This is an optimization exercise on Yosys and OpenROAD, whose aim is small area, not a production implementation. Function was checked by simulation only, so behaviour that the tests miss may differ from the original. Power and IR drop assume default switching activity.

job 101:
==> flow/design.v (excerpt) <==
module riscv_core (
	input         clock,
	input         reset,
	output [31:0] PC_out,
	input  [31:0] instr_in,
	output        instr_en,
	output [31:0] data_addr,
	output        ren,
	output        wen,
	output [31:0] data_out,
	input  [31:0] data_in,
	output [3:0]  byte_select,
	input         memReady,
	input         software_interrupt,
	input         timer_interrupt,
	input         external_interrupt
);
Size: roughly 6800 cells after synthesis, ~1800 flip-flops, about 170 I/O pins, ~0.084 mm² of cells after synthesis.
Settings: LEC_CHECK=0, ABC_AREA=1, CAP_MARGIN=20, CORE_MARGIN=2, CORE_UTILIZATION=45, CTS_CLUSTER_DIAMETER=110, CTS_CLUSTER_SIZE=25, PLACE_DENSITY=0.6, SLEW_MARGIN=20, SYNTH_HIERARCHICAL=1; clock period 14.0 ns.
standard.sh (not shown) runs the stock make flow with config.mk's settings and CLKGATE_MAP_FILE= SYNTH_SCRIPT=/design/flow/synth_recipe.tcl, a recipe that flattens the netlist after the stock synthesis.
==> flow/flow/run.sh <==
#!/bin/bash
# Own layout flow: the standard ORFS flow (standard.sh) with three changes:
#  - ABC maps the logic with an area-oriented script (flow/abc_area.script);
#    synthesis is otherwise ORFS's (same registers, same yosys passes);
#  - ports get buf_1 buffers instead of the default clkdlybuf4s50_1;
#  - CTS is run without dummy loads.
# Each ORFS step writes its full log under orfs/logs/; make's own output goes to
# flow_make.log here.
set -euo pipefail
here=$(pwd)
rm -rf "$here/scripts_own"
cp -r "$FLOW_HOME/scripts" "$here/scripts_own"
cp "$here/flow/abc_area.script" "$here/scripts_own/abc_area.script"
export SCRIPTS_DIR="$here/scripts_own"
export BUFFER_PORTS_ARGS="-buffer_cell sky130_fd_sc_hd__buf_1"
export CTS_ARGS="-sink_clustering_enable -repair_clock_nets -sink_clustering_size 25 -sink_clustering_max_diameter 110 -dont_use_dummy_load"
bash standard.sh > "$here/flow_make.log" 2>&1
==> flow/flow/abc_area.script <==
strash
&get -n
&st
&syn2
&dch -f
&nf -R 1000 -p
&st
&syn2
&dch -f
&nf -R 1000 -p
&put
#### Input delta (job 102 over job 101)
- swapping 25 for 20 in CTS_CLUSTER_SIZE
- swapping 110 for 100 in CTS_CLUSTER_DIAMETER
--- a/flow/flow/run.sh
+++ b/flow/flow/run.sh
@@ -16 +16 @@
-export CTS_ARGS="-sink_clustering_enable -repair_clock_nets -sink_clustering_size 25 -sink_clustering_max_diameter 110 -dont_use_dummy_load"
+export CTS_ARGS="-sink_clustering_enable -repair_clock_nets -sink_clustering_size 20 -sink_clustering_max_diameter 100 -dont_use_dummy_load"
--- a/flow/flow/abc_area.script
+++ b/flow/flow/abc_area.script
@@ -11,0 +12,5 @@
+topo
+stime -c
+buffer -c
+upsize -c
+dnsize -c
## What came out
Job 102: reported sequential group power is about 2% lower than what job 101 reported.
| non-clock buffer count | lower: job 102 |
For the compound-cell area share of the yosys netlist, job 102 came in 0.34 points lower than job 101 did.
Between job 102 and job 101, synthesized area is lower for job 101, job 102 comes in above that.
Met2 track utilization from global routing, job 102 and job 101: smaller value in job 102
Side by side, portion of the clock cycle consumed by the worst path in the final layout turned out lower in job 102 than in job 101.

---

JK:
riscv_core, a different RTL version from the one above (not shown whole).
Size: roughly 6,800 cells after synthesis, roughly 1,800 flip-flops, roughly 170 I/O pins, roughly 0.084 mm2 of cells after synthesis.
==> flow/config.mk <==
export PLATFORM = sky130hd
export DESIGN_NAME = riscv_core
export DESIGN_NICKNAME = riscv_core
export VERILOG_FILES = /design/flow/design.v
export SDC_FILE = /design/flow/constraint.sdc
export NUM_CORES = 8
export LEC_CHECK = 0
export ABC_AREA = 1
export CAP_MARGIN = 20
export CORE_MARGIN = 2
export CORE_UTILIZATION = 45
export CTS_BUF_LIST = sky130_fd_sc_hd__clkbuf_8
export CTS_CLUSTER_DIAMETER = 80
export CTS_CLUSTER_SIZE = 14
export GPL_ROUTABILITY_DRIVEN = 0
export PLACE_DENSITY = 0.6
export SLEW_MARGIN = 20
export SYNTH_HIERARCHICAL = 1
==> flow/constraint.sdc <==
create_clock -name core_clock -period 14.0 [get_ports {clock}]
set_input_delay 2.8000 -clock core_clock [delete_from_list [all_inputs] [get_ports {clock}]]
set_output_delay 2.8000 -clock core_clock [all_outputs]
set_load 0.01 [all_outputs]
==> flow/flow/run.sh <==
#!/bin/bash
# Own layout flow: the standard ORFS flow (standard.sh) with three changes:
#  - ABC maps the logic with an area-oriented script (flow/abc_area.script);
#    synthesis is otherwise ORFS's (same registers, same yosys passes);
#  - ports get buf_1 buffers instead of the default clkdlybuf4s50_1;
#  - CTS is run without dummy loads.
# Each ORFS step writes its full log under orfs/logs/; make's own output goes to
# flow_make.log here.
set -euo pipefail
here=$(pwd)
rm -rf "$here/scripts_own"
cp -r "$FLOW_HOME/scripts" "$here/scripts_own"
cp "$here/flow/abc_area.script" "$here/scripts_own/abc_area.script"
export SCRIPTS_DIR="$here/scripts_own"
export BUFFER_PORTS_ARGS="-buffer_cell sky130_fd_sc_hd__buf_1"
export CTS_ARGS="-sink_clustering_enable -repair_clock_nets -sink_clustering_size 14 -sink_clustering_max_diameter 80 -dont_use_dummy_load -buf_list sky130_fd_sc_hd__clkbuf_8"
bash standard.sh > "$here/flow_make.log" 2>&1
==> flow/flow/abc_area.script <==
strash
&get -n
&st
&syn2
&dch -f
&nf -R 1000 -p
&st
&syn2
&dch -f
&nf -R 1000 -p
&put
Relative to JK, the following input files were edited for MS:
Settings: GPL_ROUTABILITY_DRIVEN removed (was 0).
### Flow results
As of MS, achievable clock frequency had risen by a few percent compared to JK.
JK → MS: first-pass GRT wire length +3.4%; final setup violation count ~0 delta; synthesis-to-layout area growth +0.29 points; antenna diode count -about 36%; met1 layer wirelength in the final routing +15%.
There was hardly any difference in final standard cell count with taps included and fillers excluded between MS and JK.
Across both runs, peak per-stage delay on the critical path was lower for MS than for JK.
What AL does differently from MS at the input level:
Settings: removing ABC_AREA (formerly 1); changing CTS_CLUSTER_SIZE from 14 to 25; changing CTS_CLUSTER_DIAMETER from 80 to 110; removing CTS_BUF_LIST (formerly sky130_fd_sc_hd__clkbuf_8).
==> flow/run.sh (new file) <==
#!/bin/bash
# synth_recipe.tcl (not shown) runs the flow's synth.tcl, then flattens the netlist and writes it again
# the make line also repeats each setting of config.mk as NAME=value (left out here)
make -C /OpenROAD-flow-scripts/flow DESIGN_CONFIG=/design/flow/config.mk WORK_HOME=/design/flow/orfs CLKGATE_MAP_FILE= SYNTH_SCRIPT=/design/flow/synth_recipe.tcl finish
removed: flow/flow/run.sh
removed: flow/flow/abc_area.script
removed: flow/standard.sh
MS: all stages complete, timing, DRC and antenna checks passed. AL has completed all stages; timing, DRC and antenna checks passed. The lower setup slack after layout of MS and AL is in MS. Against MS, AL comes in about 2% higher on fmax. Diff MS and AL: cell area lower in MS. Per the comparison of AL with MS, simple-gate share of the synthesized area higher, minimum clock period after layout lower, highest cell delay on the worst timing path higher. Compared with MS, first-pass GRT wire length in AL increased by a few percent. | share of synthesized area spent on multiplexers | AL vs MS | 1.4 points higher |.

## port drivers added, routing unchanged
Ports are ideal in the flow. The routed layouts listed here were re-timed in OpenROAD.
Step 1 (the two cells are an assumption about what drives the block):
set clk [get_ports {clock}]
set_driving_cell -lib_cell sky130_fd_sc_hd__clkbuf_16 $clk
set_driving_cell -lib_cell sky130_fd_sc_hd__buf_2 [delete_from_list [all_inputs] $clk]
Step 2 moves the port delays by t, midway between the first and last clock arrival at a register: inputs arrive t later, outputs are due t later. That takes back most of the time a late clock gives input paths.
Three values: no drivers, after step 1, after step 2; two values: the first two.
| run | t (ns) | setup WS [ns] | worst slew at a driven data input, ns |
|---|---|---|---|
| job 101 | 0.864 | 0.869 / 0.770 / 1.633 | 0.06 |
| job 102 | 0.887 | 1.739 / 1.658 / 2.545 | 0.23 |
| JK | 1.124 | 0.852 / 0.767 / 1.891 | 0.06 |
| MS | 1.045 | 1.213 / 1.125 / 2.170 | 0.06 |
| AL | 0.916 | 1.474 / 1.366 / 2.283 | 0.06 |
After both steps setup and hold are still met in every run listed.
